Context: an optimization exercise on an open-source flow, tuned for a short achievable clock period. The choices shown serve that exercise and are no tape-out recipe.
Only simulation tests tie the RTL to the original design; equivalence was not proved.
Power is estimated from default activity; no workload was simulated.

## flow/design.v (module list and top-level ports; edited modules follow where they fit)
// module signExtend: 15 lines
// module SignExtendSelector: 24 lines
// module RegFile: 22 lines
// module CSRFile: 175 lines
// module ALUCPU: 27 lines
// module control_alu: 99 lines
// module control_branch: 23 lines
// module control_bypass_ex: 88 lines
// module control_main: 164 lines
// module control_stall_id: 113 lines
// module mem_read_selector: 21 lines
// module mem_write_selector: 32 lines
// module cpu: 698 lines
// module riscv_core: 35 lines
module riscv_core (
	input         clock,
	input         reset,
	output [31:0] PC_out,
	input  [31:0] instr_in,
	output        instr_en,
	output [31:0] data_addr,
	output        ren,
	output        wen,
	output [31:0] data_out,
	input  [31:0] data_in,
	output [3:0]  byte_select,
	input         memReady,
	input         software_interrupt,
	input         timer_interrupt,
	input         external_interrupt
);
  // ...
==> flow/flow/run.sh <==
#!/bin/bash
# Layout flow: the standard flow (standard.sh, unchanged synthesis, floorplan,
# placement, CTS and routing) with two changes to how the layout is optimised:
#  - the setup repair steps aim for a larger slack margin, so that repair_timing
#    keeps improving paths that already meet the 12.5 ns clock;
#  - memReady and instr_en, the only input-to-output path, get adjacent pins.
set -euo pipefail
here=$(pwd)
bash standard.sh SETUP_SLACK_MARGIN=7 IO_CONSTRAINTS=$here/flow/io.tcl finish > $here/standard.log 2>&1
==> flow/flow/io.tcl <==
set_io_pin_constraint -group -order -pin_names {memReady instr_en}
==> flow/standard.sh <==
#!/bin/bash
# synth_recipe.tcl (not shown) runs the flow's synth.tcl, then flattens the netlist and writes it again
# the make line also repeats each setting of config.mk as NAME=value (left out here)
make -C /OpenROAD-flow-scripts/flow DESIGN_CONFIG=/design/flow/config.mk WORK_HOME=/design/flow/orfs CLKGATE_MAP_FILE= SYNTH_SCRIPT=/design/flow/synth_recipe.tcl "${@:-finish}"
==> flow/config.mk <==
export PLATFORM = sky130hd
export DESIGN_NAME = riscv_core
export DESIGN_NICKNAME = riscv_core
export VERILOG_FILES = /design/flow/design.v
export SDC_FILE = /design/flow/constraint.sdc
export NUM_CORES = 8
export LEC_CHECK = 0
export CAP_MARGIN = 20
export CORE_MARGIN = 2
export CORE_UTILIZATION = 32
export SLEW_MARGIN = 20
==> flow/constraint.sdc <==
create_clock -name core_clock -period 12.5 [get_ports {clock}]
set_input_delay 2.5000 -clock core_clock [delete_from_list [all_inputs] [get_ports {clock}]]
set_output_delay 2.5000 -clock core_clock [all_outputs]
set_load 0.01 [all_outputs]
==> PnR_summary.wiki, run 1 <==
{| class="wikitable"
! Metric !! Value
|-
| # fillers || 38.24k
|-
| RSZ-0062 raised after global routing || yes
|-
| Weighted congestion at the end of routability-driven global placement || 1.047
|-
| Most numerous cell types in the synthesized netlist || dfrtp_1 (2021), nand2_1 (1198), mux2_2 (1049), nor2_1 (1007), clkbuf_1 (902)
|-
| GRT Util Overall || 0.3380
|-
| Power of the sequential group || 0.00817 W
|-
| FF+latch area || 50930 um2
|-
| Routing layer with the top usage in global route || met2
|-
| Multi-input combinational cell count || 9478
|-
| Switching part of the total || 0.4009
|-
| Crit-path slowest cell || dfrtp_2
|-
| Buffering stage count on the worst path with inverters included || 3
|-
| Worst Hold Depth || 0
|-
| Global-route congestion overflow total || 0
|-
| Clock buffer and inverter area fraction after layout || 0.05310
|-
| Max-Cap Viols || 0
|-
| Global routing usage on met1 || 0.4035
|-
| Number of synthesized register bits || 2033
|-
| Share of synthesized cell area in and, or, nand and nor gates || 0.1149
|-
| Highest metal used || met5
|-
| Max Freq || between 150 and 200 MHz
|-
| Leading post-synthesis cells by cell area || dfrtp_1 (41%), mux2_2 (9.6%), a22oi_1 (3.7%), nand2_1 (3.6%), o21ai_0 (3.6%)
|-
| Finished layout cell area || roughly 150000 um2
|-
| Number of H-tree levels || 4
|-
| Period minus WS final || 6302 ps
|-
| Cell type contributing the most total cell area after synthesis || dfrtp_1
|-
| Run status || no timing/DRC/antenna violations
|-
| Post-Route Utilization || 0.3798
|}
==> module RegFile, before the edit <==
module RegFile (input clock, reset,
				input [4:0] raA, raB, wa,
				input wen,
				input [31:0] wd,
				output [31:0] rdA, rdB);
integer i;
reg [31:0] data[31:0];
always @(posedge clock or negedge reset)
begin
	if (reset == 1'b0) begin
		for (i = 0; i < 32; i = i+1)
			data[i] <= 0;
            data[2] <= 256;
    end
	else begin
		if (wen == 1'b1 && wa != 5'b0)
			data[wa] <=  wd;
	end
end
assign rdA = (wen == 1'b1 && wa == raA && wa != 5'b0) ? wd : data[raA];
assign rdB = (wen == 1'b1 && wa == raB && wa != 5'b0) ? wd : data[raB];
endmodule
==> module cpu, before the edit <==
module cpu(	input clock,
			input reset,
			output 	[31:0] PC_out,
			input  	[31:0] instr_in,
			output 	[31:0] data_addr,
			output ren,
			output wen,
			output instr_en,
			output 	[31:0] data_out,
			input 	[31:0] data_in,
			output 	[3:0]  byte_select,
			input software_interrupt,
			input timer_interrupt,
			input external_interrupt,
			input memReady
			);
wire mr = memReady;
reg		[31:0]	IFID_instr;
reg 	[31:0]  PC_IF2;
reg		[31:0]	PC, IFID_PC, IDEX_PC;
wire	[31:0]	JumpAddress;
reg 	[31:0]  PC_new;
wire	[31:0]	instr;
reg		[31:0]	IF2_instr;
reg     [31:0]  delayed_instr;
wire			inA_is_PC;
reg		[31:0]	IDEX_signExtend;
wire	[31:0]	signExtend;
wire	[31:0]	rdA, rdB;
reg		[31:0]	IDEX_rdA, IDEX_rdB;
reg		[2:0]	IDEX_funct3;
reg		[4:0]	IDEX_instr_rs2, IDEX_instr_rs1, IDEX_instr_rd;
reg				IDEX_RegDst, IDEX_ALUSrc, IDEX_inA_is_PC, IDEX_Jump, IDEX_JumpJALR;
reg 	[1:0] 	IDEX_reg_type;
reg				IDEX_MemRead, IDEX_MemWrite;
reg				IDEX_MemToReg, IDEX_RegWrite;
reg				IDEX_csr_imm;
reg 	[2:0]	EXMEM_funct3;
reg 	[4:0]	EXMEM_RegWriteAddr;
reg 	[31:0]	EXMEM_ALUOut;
reg 	[31:0]	EXMEM_BranchALUOut;
reg 	[1:0] 	EXMEM_reg_type;
reg				EXMEM_JumpJALR;
reg				EXMEM_MemRead, EXMEM_MemWrite, EXMEM_RegWrite, EXMEM_MemToReg;
reg		[4:0]	MEMWB_RegWriteAddr;
reg				MEMWB_RegWrite;
wire			RegDst, MemRead, MemWrite, MemToReg, ALUSrc, RegWrite, Jump, JumpJALR;
wire 	[1:0] 	reg_type;
wire			Branch;
reg				IDEX_Branch, EXMEM_Branch;
wire	[6:0]	opcode;
wire	[2:0]	funct3, ALUcntrl;
wire 	[31:0] 	csr_data;
reg 	[31:0] 	EXMEM_csr_data;
wire 	[11:0]	csr_addr;
reg 	[11:0]	IDEX_csr_addr;
reg 	[11:0]	EXMEM_csr_addr;
reg 	[11:0]	MEMWB_csr_addr;
reg 			csr_write_allowed;
reg 			IDEX_csr_write_allowed;
reg 			EXMEM_csr_write_allowed;
reg 			MEMWB_csr_write_allowed;
wire	[6:0]	funct7;
wire	[4:0]	instr_rs1, instr_rs2, instr_rd, RegWriteAddr;
wire	[31:0]	imm_i, imm_s, imm_b, imm_u, imm_j, imm_z;
reg keepDelayInstr;
wire flushPipeline;
wire int_taken, int_taken_nx;
wire [31:0] trap_vector;
wire syscall, trap_waiting;
wire trap_in_ID;
reg		[31:0]	MEMWB_wRegData;		 
reg		[31:0]	MEMWB_wbData;		 
wire	[31:0]	WB_csr_data = mr ? MEMWB_wbData : 32'b0;
reg		s2_q;		 
reg		s34_q;		 
reg		X_q;		 
reg		brtaken_q;	 
reg		Y_q;		 
wire PCSrc = EXMEM_JumpJALR | brtaken_q;
wire int_trap = int_taken;
wire stallY = ~s2_q & s34_q;
wire write_pc		= int_trap | PCSrc | (mr & ~stallY);
wire write_ifid		= mr & ~s2_q & ~s34_q;
wire write_idex		= mr;
wire write_exmem	= mr;
wire write_memwb	= mr;
wire bubble_idex	= int_trap | PCSrc | (mr & (s2_q | s34_q));
wire bubble_exmem	= int_trap | PCSrc;
wire bubble_ifid	= int_trap | PCSrc | flushPipeline | (mr & ~s2_q & ~s34_q & (Jump | trap_in_ID));
assign trap_waiting	= mr & syscall & ~s2_q & ~s34_q;
assign instr_en		= ~(X_q | (mr & Y_q));
assign PC_out = PC;
assign instr = instr_in;
assign wen = EXMEM_MemWrite;
always @(posedge clock or negedge reset)
begin
	if (reset == 1'b0)
		PC <= 32'h00000000;
	else if (write_pc == 1'b1)
		PC <= PC_new;
end
reg bubble_ifid_delayed;
always @(posedge clock or negedge reset)
begin
	if(reset == 1'b0)begin
		PC_IF2 <= 32'b0;
		bubble_ifid_delayed <= 1'b0;
		delayed_instr <= 32'b0;
		keepDelayInstr <= 1'b0;
	end
	else begin
		if(write_ifid == 1'b1)begin
			if(bubble_ifid == 1'b1)
				PC_IF2 <= 32'hffffffff;
			else
				PC_IF2 <= PC;
			bubble_ifid_delayed <= bubble_ifid;
			delayed_instr <= 0;
			keepDelayInstr <= 0;
		end
		else begin
			if(bubble_ifid == 1'b1||bubble_ifid_delayed == 1'b1)
				PC_IF2 <= 32'hffffffff;
			if(keepDelayInstr ==1'b0) begin
				keepDelayInstr <= 1;
				delayed_instr <= (PCSrc)?32'hffffffff: instr;
			end
		end
	end
end
always@(*)
begin
	if(delayed_instr == 0)
		IF2_instr = instr;
	else if(bubble_ifid_delayed == 1'b1)
		IF2_instr = 32'b0;
	else
		IF2_instr = delayed_instr;
end
always @(*) begin
	if(int_taken||trap_in_ID)
		PC_new = trap_vector;
	else if (PCSrc == 1'b0) begin
		if (Jump == 1'b0)
			PC_new = PC + ((flushPipeline == 1'b1) ? 32'd0 : 32'd4);
		else
			PC_new = JumpAddress;
	end
	else
		PC_new = EXMEM_BranchALUOut;
end
assign JumpAddress = IFID_PC + signExtend;
signExtend signExtendUnit (
	.instr(IF2_instr[31:7]),
	.imm_i(imm_i),
	.imm_s(imm_s),
	.imm_b(imm_b),
	.imm_u(imm_u),
	.imm_j(imm_j),
	.imm_z(imm_z)
);
wire [31:0] signExtend_if2;
SignExtendSelector SignExtendSelector (
	.out(signExtend_if2),
	.imm_i(imm_i),
	.imm_s(imm_s),
	.imm_b(imm_b),
	.imm_u(imm_u),
	.imm_j(imm_j),
	.imm_z(imm_z),
	.opcode(IF2_instr[6:0])
);
reg [31:0] IFID_imm;
assign signExtend = IFID_imm;
wire ifid_clear = bubble_ifid_delayed | bubble_ifid;
wire [31:0] IFID_instr_d = ifid_clear ? 32'b0 : (write_ifid ? IF2_instr : IFID_instr);
always @(posedge clock or negedge reset)
begin
	if((reset == 1'b0))
	begin
		IFID_PC			<= 32'b0;
		IFID_instr		<= 32'b0;
		IFID_imm		<= 32'b0;
	end
	else begin
		IFID_instr <= IFID_instr_d;
		if (ifid_clear) begin
			IFID_PC			<= 32'hffffffff;
			IFID_imm		<= 32'b0;
		end
		else if (write_ifid == 1'b1) begin
			IFID_PC			<= PC_IF2;
			IFID_imm		<= signExtend_if2;
		end
	end
end
assign opcode		= IFID_instr[6:0];
assign funct3		= IFID_instr[14:12];
assign funct7		= IFID_instr[31:25];
assign instr_rs1	= IFID_instr[19:15];
assign csr_addr		= IFID_instr[31:20];
assign instr_rs2	= IFID_instr[24:20];
assign instr_rd		= IFID_instr[11:7];
assign syscall		= (IDEX_Jump==1'b0 &
						IDEX_JumpJALR==1'b0&opcode == 7'b1110011 & funct3==0) ? 1'b1 : 1'b0;
always @(*) begin
	if(reg_type == 2'b01) begin
		if(funct3[1:0] == 2'b00)
			csr_write_allowed = 1'b0;
		else if(funct3[1:0] == 2'b01)
			csr_write_allowed = 1'b1;
		else
			csr_write_allowed = (instr_rs1 != 5'b0);
	end
	else
		csr_write_allowed = 1'b0;
end
RegFile cpu_regs (
	.clock(clock),
	.reset(reset),
	.raA(instr_rs1),
	.raB(instr_rs2),
	.wa(MEMWB_RegWriteAddr),
	.wen(MEMWB_RegWrite),
	.wd(MEMWB_wRegData),
	.rdA(rdA),
	.rdB(rdB)
);
localparam NOPS = 13;
localparam O_ADD = 0, O_SUB = 1, O_XOR = 2, O_OR = 3, O_AND = 4, O_SLL = 5, O_SRL = 6,
           O_SRA = 7, O_SLT = 8, O_SLTU = 9, O_SUBU = 10, O_LUI = 11, O_CLEAR = 12;
wire [3:0] ALUOp_id;
wire csr_imm_id;
control_alu control_alu(
	.ALUOp(ALUOp_id),
	.ALUcntrl(ALUcntrl),
	.csr_immidiate(csr_imm_id),
	.funct3(funct3),
	.funct7(funct7)
);
reg [NOPS-1:0] op_id;
always @(*) begin
	op_id = 0;
	case (ALUOp_id)
		4'b0000:   op_id[O_ADD] = 1'b1;
		4'b1100: op_id[O_ADD] = 1'b1;
		4'b0001:   op_id[O_SUB] = 1'b1;
		4'b0010:   op_id[O_XOR] = 1'b1;
		4'b0011:    op_id[O_OR] = 1'b1;
		4'b0100:   op_id[O_AND] = 1'b1;
		4'b0101:   op_id[O_SLL] = 1'b1;
		4'b0110:   op_id[O_SRL] = 1'b1;
		4'b0111:   op_id[O_SRA] = 1'b1;
		4'b1000:   op_id[O_SLT] = 1'b1;
		4'b1001:  op_id[O_SLTU] = 1'b1;
		4'b1010:  op_id[O_SUBU] = 1'b1;
		4'b1011:   op_id[O_LUI] = 1'b1;
		4'b1110: op_id[O_CLEAR] = 1'b1;
		default: op_id = 0;
	endcase
end
reg [NOPS-1:0] IDEX_op;
always @(posedge clock or negedge reset)
begin
	if ((reset == 1'b0)) begin
		IDEX_inA_is_PC	<= 1'b0;
		IDEX_Jump		<= 1'b0;
		IDEX_JumpJALR	<= 1'b0;
		IDEX_signExtend	<= 32'b0;
		IDEX_instr_rd	<= 5'b0;
		IDEX_instr_rs1	<= 5'b0;
		IDEX_instr_rs2	<= 5'b0;
		IDEX_RegDst		<= 1'b0;
		IDEX_ALUSrc		<= 1'b0;
		IDEX_Branch		<= 1'b0;
		IDEX_MemRead	<= 1'b0;
		IDEX_MemWrite	<= 1'b0;
		IDEX_MemToReg	<= 1'b0;
		IDEX_RegWrite	<= 1'b0;
		IDEX_funct3		<= 3'b0;
		IDEX_PC			<= 32'b0;
		IDEX_rdA		<= 32'b0;
		IDEX_rdB		<= 32'b0;
		IDEX_reg_type	<= 2'b0;
		IDEX_csr_addr	<= 12'b0;
		IDEX_csr_write_allowed <= 1'b0;
		IDEX_csr_imm	<= 1'b0;
		IDEX_op			<= 1 << O_ADD;
	end
	else
	begin
		if ((bubble_idex == 1'b1)) begin
			IDEX_inA_is_PC	<= 1'b0;
			IDEX_Jump		<= 1'b0;
			IDEX_JumpJALR	<= 1'b0;
			IDEX_signExtend	<= 32'b0;
			IDEX_instr_rd	<= 5'b0;
			IDEX_instr_rs1	<= 5'b0;
			IDEX_instr_rs2	<= 5'b0;
			IDEX_RegDst		<= 1'b0;
			IDEX_ALUSrc		<= 1'b0;
			IDEX_Branch		<= 1'b0;
			IDEX_MemRead	<= 1'b0;
			IDEX_MemWrite	<= 1'b0;
			IDEX_MemToReg	<= 1'b0;
			IDEX_RegWrite	<= 1'b0;
			IDEX_funct3		<= 3'b0;
			IDEX_rdA		<= 32'b0;
			IDEX_rdB		<= 32'b0;
			IDEX_reg_type	<= 2'b0;
			IDEX_csr_addr	<= 12'b0;
			IDEX_csr_write_allowed <= 1'b0;
			IDEX_csr_imm	<= 1'b0;
			IDEX_op			<= 1 << O_ADD;
			IDEX_PC			<= 32'hffffffff;
		end
		else if (write_idex == 1'b1) begin
			IDEX_inA_is_PC	<= inA_is_PC;
			IDEX_Jump		<= Jump;
			IDEX_JumpJALR	<= JumpJALR;
			IDEX_signExtend	<= signExtend;
			IDEX_instr_rd	<= instr_rd;
			IDEX_instr_rs1	<= instr_rs1;
			IDEX_instr_rs2	<= instr_rs2;
			IDEX_RegDst		<= RegDst;
			IDEX_ALUSrc		<= ALUSrc;
			IDEX_Branch		<= Branch;
			IDEX_MemRead	<= MemRead;
			IDEX_MemWrite	<= MemWrite;
			IDEX_MemToReg	<= MemToReg;
			IDEX_RegWrite	<= RegWrite;
			IDEX_funct3		<= funct3;
			IDEX_PC			<= IFID_PC;
			IDEX_rdA		<= rdA;
			IDEX_rdB		<= rdB;
			IDEX_reg_type	<= reg_type;
			IDEX_csr_addr	<= csr_addr;
			IDEX_csr_write_allowed <= csr_write_allowed;
			IDEX_csr_imm	<= csr_imm_id;
			IDEX_op			<= op_id;
		end
	end
end
reg [31:0] newmepc;
localparam MEPC_IDLE = 1'b0;
localparam MEPC_WAITINGJUMP = 1'b1;
reg mepc_state;
always@(posedge clock or negedge reset)begin
	if(reset==1'b0)begin
		newmepc <= 32'h0;
		mepc_state <= MEPC_IDLE;
	end
	else
	begin
		case(mepc_state)
			MEPC_IDLE:begin
				if(flushPipeline)
				begin
					if(brtaken_q||Jump||EXMEM_JumpJALR)
						newmepc <= PC_new;
					else if(write_pc==1'b0&&IFID_PC!=32'hffffffff)
						newmepc <= IFID_PC;
					else if(PC_IF2!=32'hffffffff)
						newmepc <= PC_IF2;
					else
						newmepc <= PC;
					mepc_state <= MEPC_WAITINGJUMP;
				end
			end
			MEPC_WAITINGJUMP:begin
				if(brtaken_q||Jump||EXMEM_JumpJALR)
					newmepc <= PC_new;
				if(flushPipeline==1'b0)
					mepc_state <= MEPC_IDLE;
			end
		endcase
	end
end
CSRFile csrFile(
	.clock(clock),
	.reset(reset),
	.wen(MEMWB_csr_write_allowed),
	.ren(reg_type==2'b01),
	.csrAddr(csr_addr),
	.csrWAddr(MEMWB_csr_addr),
	.wd(WB_csr_data),
	.rd(csr_data),
	.write_pc(write_pc),
	.PC(PC),
	.IDEX_PC(newmepc),
	.software_interrupt(software_interrupt),
	.timer_interrupt(timer_interrupt),
	.external_interrupt(external_interrupt),
	.syscall(trap_waiting),
	.int_taken(int_taken),
	.int_taken_nx(int_taken_nx),
	.trap_in_ID(trap_in_ID),
	.flushPipeline(flushPipeline),
	.trap_vector(trap_vector)
);
control_main control_main (
	.RegDst(RegDst),
	.reg_type(reg_type),
	.Branch(Branch),
	.MemRead(MemRead),
	.MemWrite(MemWrite),
	.MemToReg(MemToReg),
	.ALUSrc(ALUSrc),
	.RegWrite(RegWrite),
	.Jump(Jump),
	.JumpJALR(JumpJALR),
	.inA_is_PC(inA_is_PC),
	.ALUcntrl(ALUcntrl),
	.opcode(opcode)
);
reg fA_ex, fA_wb;		 
reg fB_ex, fB_wb;		 
reg bA_imm, bA_ex, bA_wbc, bA_wbr, bA_rf;			 
reg aA_pc, aA_imm, aA_ex, aA_wbc, aA_wbr, aA_rf;	 
reg bB_ex, bB_wbc, bB_wbr, bB_csr, bB_rf;			 
reg aB_4, aB_imm, aB_ex, aB_wbc, aB_wbr, aB_csr, aB_rf;	 
wire [31:0] bypassOutA = ({32{bA_imm}} & {27'b0, IDEX_instr_rs1}) | ({32{bA_ex}} & EXMEM_ALUOut) |
                         ({32{bA_wbc}} & MEMWB_wbData) | ({32{bA_wbr}} & MEMWB_wRegData) |
                         ({32{bA_rf}} & IDEX_rdA);
wire [31:0] bypassOutB = ({32{bB_ex}} & EXMEM_ALUOut) | ({32{bB_wbc}} & MEMWB_wbData) |
                         ({32{bB_wbr}} & MEMWB_wRegData) | ({32{bB_csr}} & csr_data) |
                         ({32{bB_rf}} & IDEX_rdB);
wire [31:0] ALUInA = ({32{aA_pc}} & IDEX_PC) | ({32{aA_imm}} & {27'b0, IDEX_instr_rs1}) |
                     ({32{aA_ex}} & EXMEM_ALUOut) | ({32{aA_wbc}} & MEMWB_wbData) |
                     ({32{aA_wbr}} & MEMWB_wRegData) | ({32{aA_rf}} & IDEX_rdA);
wire [31:0] ALUInB = ({32{aB_4}} & 32'd4) | ({32{aB_imm}} & IDEX_signExtend) |
                     ({32{aB_ex}} & EXMEM_ALUOut) | ({32{aB_wbc}} & MEMWB_wbData) |
                     ({32{aB_wbr}} & MEMWB_wRegData) | ({32{aB_csr}} & csr_data) |
                     ({32{aB_rf}} & IDEX_rdB);
wire [31:0] BranchInA = (IDEX_JumpJALR == 1'b1) ? bypassOutA : IDEX_PC;
wire [31:0] BranchALUOut = BranchInA + IDEX_signExtend;
wire [31:0] alu_add = ALUInA + ALUInB;
wire [31:0] alu_sub = ALUInA - ALUInB;
wire [32:0] alu_usub = {1'b0, ALUInA} - {1'b0, ALUInB};
wire signed [31:0] sALUInA = ALUInA;
wire signed [31:0] sALUInB = ALUInB;
wire        alu_lt  = sALUInA < sALUInB;
wire        alu_ltu = ALUInA < ALUInB;
wire [31:0] alu_sra = sALUInA >>> ALUInB[4:0];
wire [31:0] alu_log =
	({32{IDEX_op[O_XOR]}}   & (ALUInA ^ ALUInB)) |
	({32{IDEX_op[O_OR]}}    & (ALUInA | ALUInB)) |
	({32{IDEX_op[O_AND]}}   & (ALUInA & ALUInB)) |
	({32{IDEX_op[O_LUI]}}   & {ALUInB[31:12], 12'b0}) |
	({32{IDEX_op[O_CLEAR]}} & {31'b0, (ALUInA == 32'b0) & ALUInB[0]});
wire [31:0] alu_sh =
	({32{IDEX_op[O_SLL]}}   & (ALUInA << ALUInB[4:0])) |
	({32{IDEX_op[O_SRL]}}   & (ALUInA >> ALUInB[4:0])) |
	({32{IDEX_op[O_SRA]}}   & alu_sra);
wire        alu_ltx = (IDEX_op[O_SLT] & alu_lt) | (IDEX_op[O_SLTU] & alu_ltu);
wire        op_log = IDEX_op[O_XOR] | IDEX_op[O_OR] | IDEX_op[O_AND] | IDEX_op[O_LUI] | IDEX_op[O_CLEAR];
wire        op_sh  = IDEX_op[O_SLL] | IDEX_op[O_SRL] | IDEX_op[O_SRA];
wire        op_lt  = IDEX_op[O_SLT] | IDEX_op[O_SLTU];
wire [31:0] ALUOut =
	({32{IDEX_op[O_ADD]}}   & alu_add) |
	({32{IDEX_op[O_SUB]}}   & alu_sub) |
	alu_log | alu_sh | {31'b0, alu_ltx} |
	({32{IDEX_op[O_SUBU]}}  & alu_usub[32:1]);
reg brcond;
always @(*) begin
	case (IDEX_funct3)
		3'b000:	brcond = (ALUInA == ALUInB);
		3'b001:	brcond = (ALUInA != ALUInB);
		3'b100:	brcond = alu_sub[31];
		3'b101:	brcond = ~alu_sub[31];
		3'b110:	brcond = alu_usub[32];
		3'b111:	brcond = ~alu_usub[32];
		default:		brcond = 1'b0;
	endcase
end
assign RegWriteAddr = (IDEX_RegDst==1'b0) ? IDEX_instr_rs2 : IDEX_instr_rd;
always @(posedge clock or negedge reset)
begin
	if ((reset == 1'b0)) begin
		EXMEM_ALUOut		<= 32'b0;
		EXMEM_JumpJALR 		<= 1'b0;
		EXMEM_BranchALUOut	<= 32'b0;
		EXMEM_RegWriteAddr	<= 5'b0;
		EXMEM_Branch		<= 1'b0;
		EXMEM_MemRead		<= 1'b0;
		EXMEM_MemWrite		<= 1'b0;
		EXMEM_MemToReg		<= 1'b0;
		EXMEM_RegWrite		<= 1'b0;
		EXMEM_funct3		<= 3'b0;
		EXMEM_csr_data		<= 32'b0;
		EXMEM_reg_type		<= 2'b00;
		EXMEM_csr_addr		<= 12'b0;
		EXMEM_csr_write_allowed <= 1'b0;
		brtaken_q			<= 1'b0;
	end
	else
	begin
		if ((bubble_exmem == 1'b1)) begin
			EXMEM_ALUOut		<= 32'b0;
			EXMEM_JumpJALR 		<= 1'b0;
			EXMEM_BranchALUOut	<= 32'b0;
			EXMEM_RegWriteAddr	<= 5'b0;
			EXMEM_Branch		<= 1'b0;
			EXMEM_MemRead		<= 1'b0;
			EXMEM_MemWrite		<= 1'b0;
			EXMEM_MemToReg		<= 1'b0;
			EXMEM_RegWrite		<= 1'b0;
			EXMEM_funct3		<= 3'b0;
			EXMEM_csr_data		<= 32'b0;
			EXMEM_reg_type		<= 2'b00;
			EXMEM_csr_addr		<= 12'b0;
			EXMEM_csr_write_allowed <= 1'b0;
			brtaken_q			<= 1'b0;
		end
		else if (write_exmem == 1'b1) begin
			EXMEM_ALUOut		<= ALUOut;
			EXMEM_JumpJALR		<= IDEX_JumpJALR;
			EXMEM_BranchALUOut	<= BranchALUOut;
			EXMEM_RegWriteAddr	<= RegWriteAddr;
			EXMEM_Branch		<= IDEX_Branch;
			EXMEM_MemRead		<= IDEX_MemRead;
			EXMEM_MemWrite		<= IDEX_MemWrite;
			EXMEM_MemToReg		<= IDEX_MemToReg;
			EXMEM_RegWrite		<= IDEX_RegWrite;
			EXMEM_funct3		<= IDEX_funct3;
			EXMEM_csr_data		<= csr_data;
			EXMEM_reg_type		<= IDEX_reg_type;
			EXMEM_csr_addr		<= IDEX_csr_addr;
			EXMEM_csr_write_allowed <= IDEX_csr_write_allowed;
			brtaken_q			<= IDEX_Branch & brcond;
		end
	end
end
wire [31:0] staddr = bypassOutA + IDEX_signExtend;
wire [3:0]  bsel_ex;
wire [31:0] wdata_ex;
mem_write_selector mem_write_selector(
	.mem_select(IDEX_funct3),
	.ALUin(bypassOutB),
	.offset(staddr[1:0]),
	.byte_select_vector(bsel_ex),
	.out(wdata_ex)
);
reg [3:0]  bsel_q;
reg [31:0] wdata_q;
always @(posedge clock or negedge reset)
begin
	if (reset == 1'b0) begin
		bsel_q  <= 4'b0;
		wdata_q <= 32'b0;
	end
	else if (mr == 1'b1) begin
		bsel_q  <= bsel_ex;
		wdata_q <= wdata_ex;
	end
end
assign byte_select = bsel_q;
assign data_out = wdata_q;
wire [31:0] MemOut_mem;
mem_read_selector mem_read_selector(
	.mem_select(EXMEM_funct3),
	.DMemOut(data_in),
	.byte_index(EXMEM_ALUOut[1:0]),
	.out(MemOut_mem)
);
wire [31:0] wbData_nx = (EXMEM_MemToReg == 1'b0) ? EXMEM_ALUOut : MemOut_mem;
wire [31:0] wRegData_nx = (EXMEM_reg_type == 2'b00) ? wbData_nx : EXMEM_csr_data;
always @(posedge clock or negedge reset)
begin
	if (reset == 1'b0) begin
		MEMWB_RegWriteAddr	<= 5'b0;
		MEMWB_RegWrite		<= 1'b0;
		MEMWB_csr_addr		<= 12'b0;
		MEMWB_csr_write_allowed <= 1'b0;
		MEMWB_wRegData		<= 32'b0;
		MEMWB_wbData		<= 32'b0;
	end
	else if (write_memwb == 1'b1) begin
		MEMWB_RegWriteAddr	<= EXMEM_RegWriteAddr;
		MEMWB_RegWrite		<= EXMEM_RegWrite;
		MEMWB_csr_addr		<= EXMEM_csr_addr;
		MEMWB_csr_write_allowed <= EXMEM_csr_write_allowed;
		MEMWB_wRegData		<= wRegData_nx;
		MEMWB_wbData		<= wbData_nx;
	end
end
wire [4:0]  IDEX_rs1_d   = bubble_idex ? 5'b0 : (write_idex ? instr_rs1 : IDEX_instr_rs1);
wire [4:0]  IDEX_rs2_d   = bubble_idex ? 5'b0 : (write_idex ? instr_rs2 : IDEX_instr_rs2);
wire [4:0]  IDEX_rd_d    = bubble_idex ? 5'b0 : (write_idex ? instr_rd : IDEX_instr_rd);
wire [11:0] IDEX_csra_d  = bubble_idex ? 12'b0 : (write_idex ? csr_addr : IDEX_csr_addr);
wire [1:0]  IDEX_rt_d    = bubble_idex ? 2'b0 : (write_idex ? reg_type : IDEX_reg_type);
wire        IDEX_MemRead_d  = bubble_idex ? 1'b0 : (write_idex ? MemRead : IDEX_MemRead);
wire        IDEX_MemWrite_d = bubble_idex ? 1'b0 : (write_idex ? MemWrite : IDEX_MemWrite);
wire        IDEX_Branch_d   = bubble_idex ? 1'b0 : (write_idex ? Branch : IDEX_Branch);
wire        IDEX_Jump_d     = bubble_idex ? 1'b0 : (write_idex ? Jump : IDEX_Jump);
wire        IDEX_JumpJALR_d = bubble_idex ? 1'b0 : (write_idex ? JumpJALR : IDEX_JumpJALR);
wire [4:0]  EXMEM_rd_d   = bubble_exmem ? 5'b0 : (write_exmem ? RegWriteAddr : EXMEM_RegWriteAddr);
wire        EXMEM_rw_d   = bubble_exmem ? 1'b0 : (write_exmem ? IDEX_RegWrite : EXMEM_RegWrite);
wire [11:0] EXMEM_csra_d = bubble_exmem ? 12'b0 : (write_exmem ? IDEX_csr_addr : EXMEM_csr_addr);
wire        EXMEM_Branch_d = bubble_exmem ? 1'b0 : (write_exmem ? IDEX_Branch : EXMEM_Branch);
wire        EXMEM_JumpJALR_d = bubble_exmem ? 1'b0 : (write_exmem ? IDEX_JumpJALR : EXMEM_JumpJALR);
wire        brtaken_d    = bubble_exmem ? 1'b0 : (write_exmem ? (IDEX_Branch & brcond) : brtaken_q);
wire [4:0]  MEMWB_rd_d   = write_memwb ? EXMEM_RegWriteAddr : MEMWB_RegWriteAddr;
wire        MEMWB_rw_d   = write_memwb ? EXMEM_RegWrite : MEMWB_RegWrite;
wire [11:0] MEMWB_csra_d = write_memwb ? EXMEM_csr_addr : MEMWB_csr_addr;
wire fA_ex_d = EXMEM_rw_d & (EXMEM_rd_d != 5'b0) & (EXMEM_rd_d == IDEX_rs1_d);
wire fA_wb_d = ~fA_ex_d & MEMWB_rw_d & (MEMWB_rd_d != 5'b0) & (MEMWB_rd_d == IDEX_rs1_d);
wire fB_ex_d = (IDEX_rt_d == 2'b00) ? (EXMEM_rw_d & (EXMEM_rd_d == IDEX_rs2_d)) :
               (IDEX_rt_d == 2'b01) ? (EXMEM_rw_d & (EXMEM_rd_d != 5'b0) & (EXMEM_csra_d == IDEX_csra_d)) : 1'b0;
wire fB_wb_d = ~fB_ex_d & ((IDEX_rt_d == 2'b00) ? (MEMWB_rw_d & (MEMWB_rd_d == IDEX_rs2_d)) :
               (IDEX_rt_d == 2'b01) ? (MEMWB_rw_d & (MEMWB_rd_d != 5'b0) & (MEMWB_csra_d == IDEX_csra_d)) : 1'b0);
wire csrimm_d = bubble_idex ? 1'b0 : (write_idex ? csr_imm_id : IDEX_csr_imm);
wire inApc_d  = bubble_idex ? 1'b0 : (write_idex ? inA_is_PC : IDEX_inA_is_PC);
wire alusrc_d = bubble_idex ? 1'b0 : (write_idex ? ALUSrc : IDEX_ALUSrc);
wire jmp_d    = IDEX_Jump_d | IDEX_JumpJALR_d;
wire rt01_d   = (IDEX_rt_d == 2'b01);
wire bA_imm_d = csrimm_d;
wire bA_ex_d  = ~csrimm_d & fA_ex_d;
wire bA_wbc_d = ~csrimm_d & fA_wb_d & rt01_d;
wire bA_wbr_d = ~csrimm_d & fA_wb_d & ~rt01_d;
wire bA_rf_d  = ~csrimm_d & ~fA_ex_d & ~fA_wb_d;
wire bB_ex_d  = fB_ex_d;
wire bB_wbc_d = fB_wb_d & rt01_d;
wire bB_wbr_d = fB_wb_d & ~rt01_d;
wire bB_csr_d = ~fB_ex_d & ~fB_wb_d & rt01_d;
wire bB_rf_d  = ~fB_ex_d & ~fB_wb_d & ~rt01_d;
wire bBsel_d  = ~jmp_d & ~alusrc_d;
wire [31:0] ifid_nx = IFID_instr_d;
wire        sys_nx  = ~IDEX_Jump_d & ~IDEX_JumpJALR_d & (ifid_nx[6:0] == 7'b1110011) & (ifid_nx[14:12] == 3'b000);
wire        s2_d    = (IDEX_Branch_d | EXMEM_Branch_d) & sys_nx;
wire        s34_d   = ((ifid_nx[6:0] == 7'b0000011) & IDEX_MemWrite_d) |
                      (IDEX_MemRead_d & ((IDEX_rd_d == ifid_nx[19:15]) | (IDEX_rd_d == ifid_nx[24:20])));
wire        X_d     = ~int_taken_nx & (EXMEM_JumpJALR_d | brtaken_d);
wire ldf_ex = IDEX_RegWrite & (RegWriteAddr != 5'b0) & (RegWriteAddr == instr_rs1);
wire ldf_wb = EXMEM_RegWrite & (EXMEM_RegWriteAddr != 5'b0) & (EXMEM_RegWriteAddr == instr_rs1);
wire [31:0] ld_csa_s  = ALUInA ^ ALUInB ^ signExtend;
wire [31:0] ld_csa_c  = (ALUInA & ALUInB) | (ALUInA & signExtend) | (ALUInB & signExtend);
wire [31:0] ld_csu_s  = ALUInA ^ ~ALUInB ^ signExtend;
wire [31:0] ld_csu_c  = (ALUInA & ~ALUInB) | (ALUInA & signExtend) | (~ALUInB & signExtend);
wire [31:0] ld_add    = ld_csa_s + {ld_csa_c[30:0], 1'b0};
wire [31:0] ld_sub    = ld_csu_s + {ld_csu_c[30:0], 1'b1};
wire [31:0] ld_log    = alu_log + signExtend;
wire [31:0] ld_sh     = alu_sh + signExtend;
wire [31:0] imm_p1    = signExtend + 32'd1;
wire [31:0] ld_lt     = alu_ltx ? imm_p1 : signExtend;
wire [31:0] ld_fwd    = ({32{IDEX_op[O_ADD]}} & ld_add) | ({32{IDEX_op[O_SUB]}} & ld_sub) |
                        ({32{op_log}} & ld_log) | ({32{op_sh}} & ld_sh) | ({32{op_lt}} & ld_lt);
wire [31:0] ld_wb     = wRegData_nx + signExtend;
wire [31:0] ld_rf     = rdA + signExtend;
wire [31:0] ldaddr    = ldf_ex ? ld_fwd : ldf_wb ? ld_wb : ld_rf;
wire        ld_enter = MemRead & ~bubble_idex;
reg [31:0] da_q;
reg        ren_q;
always @(posedge clock or negedge reset)
begin
	if (reset == 1'b0) begin
		fA_ex <= 1'b0;
		fA_wb <= 1'b0;
		fB_ex <= 1'b0;
		fB_wb <= 1'b0;
		bA_imm <= 1'b0; bA_ex <= 1'b0; bA_wbc <= 1'b0; bA_wbr <= 1'b0; bA_rf <= 1'b1;
		aA_pc <= 1'b0; aA_imm <= 1'b0; aA_ex <= 1'b0; aA_wbc <= 1'b0; aA_wbr <= 1'b0; aA_rf <= 1'b1;
		bB_ex <= 1'b0; bB_wbc <= 1'b0; bB_wbr <= 1'b0; bB_csr <= 1'b0; bB_rf <= 1'b1;
		aB_4 <= 1'b0; aB_imm <= 1'b0; aB_ex <= 1'b0; aB_wbc <= 1'b0; aB_wbr <= 1'b0; aB_csr <= 1'b0; aB_rf <= 1'b1;
		s2_q  <= 1'b0;
		s34_q <= 1'b0;
		X_q   <= 1'b0;
		Y_q   <= 1'b0;
		ren_q <= 1'b0;
		da_q  <= 32'b0;
	end
	else begin
		fA_ex <= fA_ex_d;
		fA_wb <= fA_wb_d;
		fB_ex <= fB_ex_d;
		fB_wb <= fB_wb_d;
		bA_imm <= bA_imm_d; bA_ex <= bA_ex_d; bA_wbc <= bA_wbc_d; bA_wbr <= bA_wbr_d; bA_rf <= bA_rf_d;
		aA_pc  <= inApc_d;
		aA_imm <= ~inApc_d & bA_imm_d; aA_ex <= ~inApc_d & bA_ex_d; aA_wbc <= ~inApc_d & bA_wbc_d;
		aA_wbr <= ~inApc_d & bA_wbr_d; aA_rf <= ~inApc_d & bA_rf_d;
		bB_ex <= bB_ex_d; bB_wbc <= bB_wbc_d; bB_wbr <= bB_wbr_d; bB_csr <= bB_csr_d; bB_rf <= bB_rf_d;
		aB_4   <= jmp_d;
		aB_imm <= ~jmp_d & alusrc_d;
		aB_ex <= bBsel_d & bB_ex_d; aB_wbc <= bBsel_d & bB_wbc_d; aB_wbr <= bBsel_d & bB_wbr_d;
		aB_csr <= bBsel_d & bB_csr_d; aB_rf <= bBsel_d & bB_rf_d;
		s2_q  <= s2_d;
		s34_q <= s34_d;
		X_q   <= X_d;
		Y_q   <= ~s2_d & s34_d;
		ren_q <= IDEX_MemRead_d & ~brtaken_d;
		if (mr == 1'b1)
			da_q <= ld_enter ? ldaddr : staddr;
	end
end
assign ren = ren_q;
assign data_addr = da_q;
endmodule
==> run 2: changes to the inputs <==
--- a/flow/design.v
+++ b/flow/design.v
@@ -41,5 +41,8 @@
 				input [4:0] raA, raB, wa,
+				input [31:0] raA_oh, raB_oh,	 
 				input wen,
 				input [31:0] wd,
-				output [31:0] rdA, rdB);
+				output [31:0] rdA, rdB,
+				output [31:0] rdA_nb,	 
+				output byA);			 
 integer i;
@@ -58,4 +61,16 @@
 end
-assign rdA = (wen == 1'b1 && wa == raA && wa != 5'b0) ? wd : data[raA];
-assign rdB = (wen == 1'b1 && wa == raB && wa != 5'b0) ? wd : data[raB];
+reg [31:0] rdA_rf, rdB_rf;
+integer j;
+always @(*) begin
+	rdA_rf = 32'b0;
+	rdB_rf = 32'b0;
+	for (j = 0; j < 32; j = j+1) begin
+		rdA_rf = rdA_rf | ({32{raA_oh[j]}} & data[j]);
+		rdB_rf = rdB_rf | ({32{raB_oh[j]}} & data[j]);
+	end
+end
+assign byA = (wen == 1'b1 && wa == raA && wa != 5'b0);
+assign rdA_nb = rdA_rf;
+assign rdA = byA ? wd : rdA_rf;
+assign rdB = (wen == 1'b1 && wa == raB && wa != 5'b0) ? wd : rdB_rf;
 endmodule
@@ -803,2 +818,11 @@
 endmodule
+module add_sx12(input [31:0] base, input [31:0] imm, output [31:0] sum);
+	wire [12:0] lo = {1'b0, base[11:0]} + {1'b0, imm[11:0]};
+	wire [19:0] hi_inc = base[31:12] + 20'd1;
+	wire [19:0] hi_dec = base[31:12] - 20'd1;
+	wire up = lo[12] & ~imm[11];
+	wire dn = ~lo[12] & imm[11];
+	assign sum[11:0] = lo[11:0];
+	assign sum[31:12] = up ? hi_inc : dn ? hi_dec : base[31:12];
+endmodule
 module cpu(	input clock,
@@ -831,3 +855,4 @@
 wire	[31:0]	signExtend;
-wire	[31:0]	rdA, rdB;
+wire	[31:0]	rdA, rdB, rdA_nb;
+wire			rf_byA;
 reg		[31:0]	IDEX_rdA, IDEX_rdB;
@@ -978,2 +1003,5 @@
 assign signExtend = IFID_imm;
+reg [31:0] IFID_rs1_oh, IFID_rs2_oh;
+wire [31:0] rs1_oh_if2 = 32'b1 << IF2_instr[19:15];
+wire [31:0] rs2_oh_if2 = 32'b1 << IF2_instr[24:20];
 wire ifid_clear = bubble_ifid_delayed | bubble_ifid;
@@ -987,2 +1015,4 @@
 		IFID_imm		<= 32'b0;
+		IFID_rs1_oh		<= 32'b1;
+		IFID_rs2_oh		<= 32'b1;
 	end
@@ -993,2 +1023,4 @@
 			IFID_imm		<= 32'b0;
+			IFID_rs1_oh		<= 32'b1;
+			IFID_rs2_oh		<= 32'b1;
 		end
@@ -997,2 +1029,4 @@
 			IFID_imm		<= signExtend_if2;
+			IFID_rs1_oh		<= rs1_oh_if2;
+			IFID_rs2_oh		<= rs2_oh_if2;
 		end
@@ -1026,2 +1060,4 @@
 	.raB(instr_rs2),
+	.raA_oh(IFID_rs1_oh),
+	.raB_oh(IFID_rs2_oh),
 	.wa(MEMWB_RegWriteAddr),
@@ -1030,3 +1066,5 @@
 	.rdA(rdA),
-	.rdB(rdB)
+	.rdB(rdB),
+	.rdA_nb(rdA_nb),
+	.byA(rf_byA)
 );
@@ -1252,4 +1290,4 @@
 	({32{IDEX_op[O_AND]}}   & (ALUInA & ALUInB)) |
-	({32{IDEX_op[O_LUI]}}   & {ALUInB[31:12], 12'b0}) |
-	({32{IDEX_op[O_CLEAR]}} & {31'b0, (ALUInA == 32'b0) & ALUInB[0]});
+	({32{IDEX_op[O_LUI]}}   & {ALUInB[31:12], 12'b0});
+wire        alu_clr = (ALUInA == 32'b0) & ALUInB[0];
 wire [31:0] alu_sh =
@@ -1258,6 +1296,6 @@
 	({32{IDEX_op[O_SRA]}}   & alu_sra);
-wire        alu_ltx = (IDEX_op[O_SLT] & alu_lt) | (IDEX_op[O_SLTU] & alu_ltu);
-wire        op_log = IDEX_op[O_XOR] | IDEX_op[O_OR] | IDEX_op[O_AND] | IDEX_op[O_LUI] | IDEX_op[O_CLEAR];
+wire        alu_ltx = (IDEX_op[O_SLT] & alu_lt) | (IDEX_op[O_SLTU] & alu_ltu) | (IDEX_op[O_CLEAR] & alu_clr);
+wire        op_log = IDEX_op[O_XOR] | IDEX_op[O_OR] | IDEX_op[O_AND] | IDEX_op[O_LUI];
 wire        op_sh  = IDEX_op[O_SLL] | IDEX_op[O_SRL] | IDEX_op[O_SRA];
-wire        op_lt  = IDEX_op[O_SLT] | IDEX_op[O_SLTU];
+wire        op_lt  = IDEX_op[O_SLT] | IDEX_op[O_SLTU] | IDEX_op[O_CLEAR];
 wire [31:0] ALUOut =
@@ -1337,3 +1375,4 @@
 end
-wire [31:0] staddr = bypassOutA + IDEX_signExtend;
+wire [31:0] staddr;
+add_sx12 add_staddr(.base(bypassOutA), .imm(IDEX_signExtend), .sum(staddr));
 wire [3:0]  bsel_ex;
@@ -1362,11 +1401,52 @@
 assign data_out = wdata_q;
+reg [3:0] mf_b0;		 
+reg       mf_b1lo, mf_b1hi, mf_b1sg;	 
+reg       mf_hw, mf_hsg;	 
+reg [3:0] mf_sg;		 
+reg       wb_m, wb_a, wb_c;	 
+wire ld_lb  = (IDEX_funct3 == 3'b000);
+wire ld_lh  = (IDEX_funct3 == 3'b001);
+wire ld_lbu = (IDEX_funct3 == 3'b100);
+wire ld_lhu = (IDEX_funct3 == 3'b101);
+wire ld_w   = ~(ld_lb | ld_lh | ld_lbu | ld_lhu);
+wire [1:0] ld_off = da_q[1:0];
+always @(posedge clock or negedge reset)
+begin
+	if (reset == 1'b0) begin
+		mf_b0 <= 4'b0; mf_b1lo <= 1'b0; mf_b1hi <= 1'b0; mf_b1sg <= 1'b0;
+		mf_hw <= 1'b0; mf_hsg <= 1'b0; mf_sg <= 4'b0;
+		wb_m <= 1'b0; wb_a <= 1'b1; wb_c <= 1'b0;
+	end
+	else if (bubble_exmem == 1'b1) begin
+		mf_b0 <= 4'b0; mf_b1lo <= 1'b0; mf_b1hi <= 1'b0; mf_b1sg <= 1'b0;
+		mf_hw <= 1'b0; mf_hsg <= 1'b0; mf_sg <= 4'b0;
+		wb_m <= 1'b0; wb_a <= 1'b1; wb_c <= 1'b0;
+	end
+	else if (write_exmem == 1'b1) begin
+		mf_b0[0] <= ld_w | ((ld_lb | ld_lbu) & (ld_off == 2'd0)) | ((ld_lh | ld_lhu) & ~ld_off[1]);
+		mf_b0[1] <= (ld_lb | ld_lbu) & (ld_off == 2'd1);
+		mf_b0[2] <= ((ld_lb | ld_lbu) & (ld_off == 2'd2)) | ((ld_lh | ld_lhu) & ld_off[1]);
+		mf_b0[3] <= (ld_lb | ld_lbu) & (ld_off == 2'd3);
+		mf_b1lo  <= ld_w | ((ld_lh | ld_lhu) & ~ld_off[1]);
+		mf_b1hi  <= (ld_lh | ld_lhu) & ld_off[1];
+		mf_b1sg  <= ld_lb;
+		mf_hw    <= ld_w;
+		mf_hsg   <= ld_lb | ld_lh;
+		mf_sg[0] <= ld_lb & (ld_off == 2'd0);
+		mf_sg[1] <= (ld_lb & (ld_off == 2'd1)) | (ld_lh & ~ld_off[1]);
+		mf_sg[2] <= ld_lb & (ld_off == 2'd2);
+		mf_sg[3] <= (ld_lb & (ld_off == 2'd3)) | (ld_lh & ld_off[1]);
+		wb_m <= (IDEX_reg_type == 2'b00) & IDEX_MemToReg;
+		wb_a <= (IDEX_reg_type == 2'b00) & ~IDEX_MemToReg;
+		wb_c <= (IDEX_reg_type != 2'b00);
+	end
+end
+wire ld_sgn = (mf_sg[0] & data_in[7]) | (mf_sg[1] & data_in[15]) | (mf_sg[2] & data_in[23]) | (mf_sg[3] & data_in[31]);
 wire [31:0] MemOut_mem;
-mem_read_selector mem_read_selector(
-	.mem_select(EXMEM_funct3),
-	.DMemOut(data_in),
-	.byte_index(EXMEM_ALUOut[1:0]),
-	.out(MemOut_mem)
-);
+assign MemOut_mem[7:0] = ({8{mf_b0[0]}} & data_in[7:0]) | ({8{mf_b0[1]}} & data_in[15:8]) |
+                         ({8{mf_b0[2]}} & data_in[23:16]) | ({8{mf_b0[3]}} & data_in[31:24]);
+assign MemOut_mem[15:8] = ({8{mf_b1lo}} & data_in[15:8]) | ({8{mf_b1hi}} & data_in[31:24]) | {8{mf_b1sg & ld_sgn}};
+assign MemOut_mem[31:16] = ({16{mf_hw}} & data_in[31:16]) | {16{mf_hsg & ld_sgn}};
 wire [31:0] wbData_nx = (EXMEM_MemToReg == 1'b0) ? EXMEM_ALUOut : MemOut_mem;
-wire [31:0] wRegData_nx = (EXMEM_reg_type == 2'b00) ? wbData_nx : EXMEM_csr_data;
+wire [31:0] wRegData_nx = ({32{wb_m}} & MemOut_mem) | ({32{wb_a}} & EXMEM_ALUOut) | ({32{wb_c}} & EXMEM_csr_data);
 always @(posedge clock or negedge reset)
@@ -1445,12 +1525,22 @@
 wire [31:0] ld_sub    = ld_csu_s + {ld_csu_c[30:0], 1'b1};
-wire [31:0] ld_log    = alu_log + signExtend;
-wire [31:0] ld_sh     = alu_sh + signExtend;
+wire [31:0] ld_log, ld_sh;
+add_sx12 add_ld_log(.base(alu_log), .imm(signExtend), .sum(ld_log));
+add_sx12 add_ld_sh(.base(alu_sh), .imm(signExtend), .sum(ld_sh));
 wire [31:0] imm_p1    = signExtend + 32'd1;
 wire [31:0] ld_lt     = alu_ltx ? imm_p1 : signExtend;
-wire [31:0] ld_fwd    = ({32{IDEX_op[O_ADD]}} & ld_add) | ({32{IDEX_op[O_SUB]}} & ld_sub) |
-                        ({32{op_log}} & ld_log) | ({32{op_sh}} & ld_sh) | ({32{op_lt}} & ld_lt);
-wire [31:0] ld_wb     = wRegData_nx + signExtend;
-wire [31:0] ld_rf     = rdA + signExtend;
-wire [31:0] ldaddr    = ldf_ex ? ld_fwd : ldf_wb ? ld_wb : ld_rf;
-wire        ld_enter = MemRead & ~bubble_idex;
+wire [31:0] ld_wbm, ld_wbr, ld_rfw, ld_rfr;
+add_sx12 add_ld_wbm(.base(MemOut_mem), .imm(signExtend), .sum(ld_wbm));
+add_sx12 add_ld_wbr(.base(({32{wb_a}} & EXMEM_ALUOut) | ({32{wb_c}} & EXMEM_csr_data)), .imm(signExtend), .sum(ld_wbr));
+add_sx12 add_ld_rfw(.base(MEMWB_wRegData), .imm(signExtend), .sum(ld_rfw));
+add_sx12 add_ld_rfr(.base(rdA_nb), .imm(signExtend), .sum(ld_rfr));
+wire        ld_enter  = MemRead & ~(int_trap | PCSrc | s2_q | s34_q);
+wire        ldsel_x   = ld_enter & ldf_ex;
+wire        ldsel_w   = ld_enter & ~ldf_ex & ldf_wb;
+wire        ldsel_r   = ld_enter & ~ldf_ex & ~ldf_wb;
+wire [31:0] da_d =
+	({32{ldsel_x & IDEX_op[O_ADD]}} & ld_add) | ({32{ldsel_x & IDEX_op[O_SUB]}} & ld_sub) |
+	({32{ldsel_x & op_log}} & ld_log) | ({32{ldsel_x & op_sh}} & ld_sh) | ({32{ldsel_x & op_lt}} & ld_lt) |
+	({32{ldsel_w & wb_m}} & ld_wbm) | ({32{ldsel_w & ~wb_m}} & ld_wbr) |
+	({32{ldsel_r & rf_byA}} & ld_rfw) | ({32{ldsel_r & ~rf_byA}} & ld_rfr) |
+	({32{~ld_enter}} & staddr);
 reg [31:0] da_q;
@@ -1495,3 +1585,3 @@
 		if (mr == 1'b1)
-			da_q <= ld_enter ? ldaddr : staddr;
+			da_q <= da_d;
 	end
==> flow/flow/run.sh (replaced) <==
#!/bin/bash
# Layout flow: the standard flow (standard.sh) with these changes to how the
# layout is optimised; synthesis is the standard one, run first on its own.
#  - the setup repair steps aim for a larger slack margin, so that repair_timing
#    keeps improving paths that already meet the 12.5 ns clock;
#  - memReady and instr_en, the only input-to-output path, get adjacent pins;
#  - ports are buffered with buf_4 and the delay cells are not used, so that
#    the resizer does not put slow delay buffers on the port paths.
set -euo pipefail
here=$(pwd)
bash standard.sh synth > "$here/synth.log" 2>&1
export DONT_USE_CELLS="sky130_fd_sc_hd__dlygate4sd1_1 sky130_fd_sc_hd__dlygate4sd2_1 sky130_fd_sc_hd__dlygate4sd3_1 sky130_fd_sc_hd__clkdlybuf4s15_1 sky130_fd_sc_hd__clkdlybuf4s15_2 sky130_fd_sc_hd__clkdlybuf4s18_1 sky130_fd_sc_hd__clkdlybuf4s18_2 sky130_fd_sc_hd__clkdlybuf4s25_1 sky130_fd_sc_hd__clkdlybuf4s25_2 sky130_fd_sc_hd__clkdlybuf4s50_1 sky130_fd_sc_hd__clkdlybuf4s50_2 sky130_fd_sc_hd__dlymetal6s2s_1 sky130_fd_sc_hd__dlymetal6s4s_1 sky130_fd_sc_hd__dlymetal6s6s_1"
bash standard.sh SETUP_SLACK_MARGIN=7.3 IO_CONSTRAINTS="$here/flow/io.tcl" \
  "BUFFER_PORTS_ARGS=-buffer_cell sky130_fd_sc_hd__buf_4" finish > "$here/layout.log" 2>&1
==> run 2 against run 1 <==
Die area rose by 3.7%. Setup slack improved by 320 ps. Global-route usage rose by 0.79 points. Largest cell class unchanged. Clock skew fell by 53 ps. Final cell count rose by 4.7%.
==> PnR_summary.wiki, run 2 <==
{| class="wikitable"
! Metric !! Value
|-
| Commonest cells after routing, fill and taps aside || dfrtp_1 (2009), nand2_1 (1137), mux2_2 (1029), a22oi_1 (987), nor2_1 (922)
|-
| Crit-path slowest cell || dfstp_4
|-
| Hold worst-path end || cpu1.cpu_regs.data[0][15]$_DFFE_PN0P_
|-
| Core ar. || between 300000 and 400000 um2
|-
| Number of synthesized register bits || 2108 (+3.7%)
|-
| Number of global-route vias before repair || 120.3k
|-
| Leading post-synthesis cells by cell area || dfrtp_1 (41%), mux2_2 (9.1%), a22oi_1 (6.0%), o21ai_0 (3.5%), nand2_1 (3.5%)
|-
| Clock latency on the worst-skew pair || 1010 ps
|-
| Worst r2r path cells || 18
|-
| Worst R2R Start || cpu1.wb_a$_DFFE_PN1P_
|-
| Post-cts hold buffer count || 0
|-
| Per-cell via count in the routed design || between 6 and 7
|-
| Post-DP HPWL || 484.9 mm
|-
| Synth Area per Inst || between 9 and 10 um2
|-
| Worst Hold Launch || cpu1.cpu_regs.data[0][15]$_DFFE_PN0P_
|-
| Number of clock sinks || around 2.1k
|-
| Reg-to-Reg End || cpu1.da_q[28]$_DFFE_PN0P_
|-
| Total power || between 0.015 and 0.02 W
|-
| Finished layout cell area || 152700 um2 (+5.0%)
|-
| Tightest Hold Check Type || reg -> reg
|-
| Worst Hold Depth || 0 (unchanged)
|-
| Worst IR drop on VDD || 129.1 uV
|-
| Yosys warns || 8
|-
| Cell area after synthesis || 127800 um2
|-
| Count of antenna-violating nets left after detailed routing || 0
|-
| Arrival time reported for the critical path endpoint || 6820 ps
|-
| Cell area after placement || roughly 140000 um2
|-
| Largest clock skew in the final design || 88.26 ps
|-
| Number of DRC violations after detailed routing || 0
|-
| Number of synthesized flops with an enable pin || 0
|-
| Starting density of the core || 0.3206
|-
| Max-Slew Margin vs Limit || 0.1303
|-
| Worst R2R Setup Slack || 6520 ps
|-
| Die width || 635.9 um
|-
| Slew at the pin with the worst max-slew slack || 1297 ps
|-
| Cell area power density || 129.5 nW/um2
|-
| Layout overhead on the synthesized area || 19.50%
|-
| Most numerous cell types in the synthesized netlist || dfrtp_1 (2093), nand2_1 (1181), mux2_2 (1032), a22oi_1 (1028), nor2_1 (970)
|-
| Crit path largest cell delay || 690 ps
|-
| Clock root buffer || clkbuf_16
|-
| Number of flip-flops under the largest register name || ~1.0k
|-
| Overall die height || roughly 640 um
|-
| Number of vias after detailed routing || ~130k
|-
| Count of unique library cells instantiated by Yosys || 102
|-
| Sequential-to-total area share from yosys stat || 0.4129
|-
| Number of buffers on the longest clock path || 4
|-
| Worst-path fanout max || 23
|-
| Count of port buffers added during placement || 172
|-
| Maximum number of pins on one net before global-route repair || 169
|-
| Syn Inst Count || 13.52k
|-
| Area share of the largest cell type after synthesis || 0.4098
|-
| Global-route congestion overflow total || 0 (unchanged)
|-
| RSZ-0062 raised after global routing || yes
|-
| Startpoint type of the worst setup path || register
|-
| Top-Level Pins || 173
|-
| Kind of end point of the critical path || register
|-
| Run status || no timing/DRC/antenna violations
|-
| CP Data Required Time || 13340 ps
|-
| First-pass GRT wire length || approximately 990 mm
|-
| Setup TNS || 0 ps
|-
| Kind of critical path || reg -> reg
|-
| Most used flip-flop cell after synthesis || dfrtp_1
|-
| Number of detailed-route iterations in the first pass || 14
|-
| Number of hold violations in the final report || 0
|-
| Top reg by flops || cpu1.cpu_regs.data
|-
| Most frequent cell after synthesis || dfrtp_1
|-
| Most common library cell in the layout ignoring fill and taps || dfrtp_1
|-
| Non-filler instance count after layout || 19.22k
|-
| GRT Util Overall || 0.3459 (+0.007857)
|-
| Max-Cap Viols || 0 (unchanged)
|-
| Number of H-tree levels || 4 (unchanged)
|-
| Clock slew at reported path FFs || approximately 60 ps
|-
| Weighted congestion at the end of routability-driven global placement || 1.079 (+3.1%)
|-
| Number of buffers inserted during clock tree synthesis || 240
|-
| Cell type contributing the most total cell area after synthesis || dfrtp_1
|-
| NumNets Final || around 14k
|-
| Clock tree from TritonCTS || done
|-
| Row count || 232
|-
| Post-Route Utilization || 0.3832 (+0.003393)
|-
| Number of setup violations in the final report || 0
|-
| Max Freq || 167.2 MHz (+5.4%)
|-
| Dpl cells || roughly 18k
|-
| Leakage power of the design || 66.02 nW
|-
| Ys async rst share || 1.000
|-
| Max-slew violation count || 0
|-
| Period minus WS final || 5981 ps (-320.9 ps)
|-
| Portion of the clock cycle consumed by the worst path in the final layout || 0.4785
|-
| Floorplan die area || a little over 400000 um2
|-
| Antenna violations before repair || 43
|-
| Ratio of cells with drive above 1 in the final layout || 0.2339
|-
| Routed Wire Length || 729.2 mm
|-
| Synthesized Nets || 13.99k
|-
| Initial detailed-routing violation count || 21.17k
|-
| Detail-routed net length per standard cell || 37.95 um
|-
| Cell-by-cell listing of the critical path || buf_12 -> a22o_1 -> ha_1 -> inv_1 -> fa_1 -> nand2b_1 -> a21oi_4 -> o31ai_1 -> a21oi_1 -> o21a_2 -> nand2_1 -> or2_2 -> o32ai_2 -> xnor2_1 -> a222oi_1 -> o211ai_1 -> a2111o_1 -> o32a_1
|}
run 2: critical path, delay by kind of cell (launching register included):
family | cells | cell delay (ps)
AND/OR/NAND/NOR | 3 | 800
adder cells (fa/ha/maj) | 2 | 630
buffers and inverters | 2 | 300
XOR/XNOR | 1 | 190
flip-flops | 1 | 690
AO/OA/AOI/OAI | 10 | 3160
run 2: cell families after synthesis:
logic type      synth area share
xor+xnor                 0.03310
fa+ha+maj                0.04347
simple gates              0.1225
buf+inv                  0.04530
mux                       0.1133
flops                     0.4129
compound gates            0.2294
run 2: worst max-delay path by stage:
| stage | from | end | depth (start not counted) |
|---|---|---|---|
| floorplan | memReady | instr_en | 11 |
| global placement | cpu1.aB_rf$_DFF_PN1_ | cpu1.da_q[28]$_DFFE_PN0P_ | 24 |
| detailed placement | cpu1.aB_rf$_DFF_PN1_ | cpu1.da_q[28]$_DFFE_PN0P_ | 24 |
| CTS | memReady | instr_en | 4 |
| global route | cpu1.aA_ex$_DFF_PN0_ | cpu1.da_q[25]$_DFFE_PN0P_ | 30 |
| finish | cpu1.wb_a$_DFFE_PN1P_ | cpu1.da_q[28]$_DFFE_PN0P_ | 18 |
run 2: where the power goes:
part / switching [W] / leakage [nW] / internal (W) / total (W)
clock: 0.00326 / 4.15 / 0.00447 / 0.00773
combinational: 0.00277 / 34.7 / 0.00111 / 0.00388
sequential: 0.000854 / 27.1 / 0.00731 / 0.00817
run 2: repair_timing:
item                       4_1_cts  5_1_grt
setup endpoints to repair      164      116
gates resized for setup        759      191
setup buffers                  329       60
gates cloned                    23        2
pin swaps                      209       75
run 2: layout make-up:
type	instances	area, um2
diodes	31	77.57
fillers	39761	245800
repair inverters	3	53.80
multi-input cells	9899	73260
inverters	425	1698
clock buffers	343	7038
well taps	5265	6588
flip-flops and latches	2108	52940
clock inverters	100	1359
repair buffers	1044	9687
run 2: stage by stage:
step	hold WS, ps	worst slack [ps]
floorplan	351.9	5932
global placement	387.4	4580
detailed placement	391.2	4550
CTS	405.4	6792
global route	411.0	6489
finish	404.2	6519
run 2: metal layers:
metal / vias to the layer above / share of wire / global-route usage
li1: 50772 / - / -
met1: 63260 / 0.35 / 0.4108
met2: 10580 / 0.40 / 0.4835
met3: 3463 / 0.14 / 0.1293
met4: 28 / 0.12 / 0.3121
met5: - / 0.00037 / 0.003427

[port drivers added, routing unchanged]
In the flow no input, the clock included, has a driving cell. The finished layouts below were timed again as built, in two steps. Step 1 (the two cells are an assumption about what drives the block):
set clk [get_ports {clock}]
set_driving_cell -lib_cell sky130_fd_sc_hd__clkbuf_16 $clk
set_driving_cell -lib_cell sky130_fd_sc_hd__buf_2 [delete_from_list [all_inputs] $clk]
Step 2, shift: input delay + t, output delay - t, t = (earliest + latest rising clock arrival at the registers) / 2. This alone moves slack from input paths to output paths. Three values: ideal ports, drivers, drivers and shift; two values: the first two.
run | shift t [ns] | setup WS [ns] | worst setup path after step 2 | worst slew at a driven data input, ns | pins driven straight from the clock port
run 1 | 1.023 | 6.198 / 6.198 / 5.277 | input to register | 0.35 | 1
run 2 | 1.079 | 6.519 / 6.481 / 5.401 | input to register | 0.31 | 1
After both steps setup and hold are still met in every run listed. The setup slack of run 2, which loses most, moves by -0.038 ns with the drivers and by -1.118 ns with both steps.
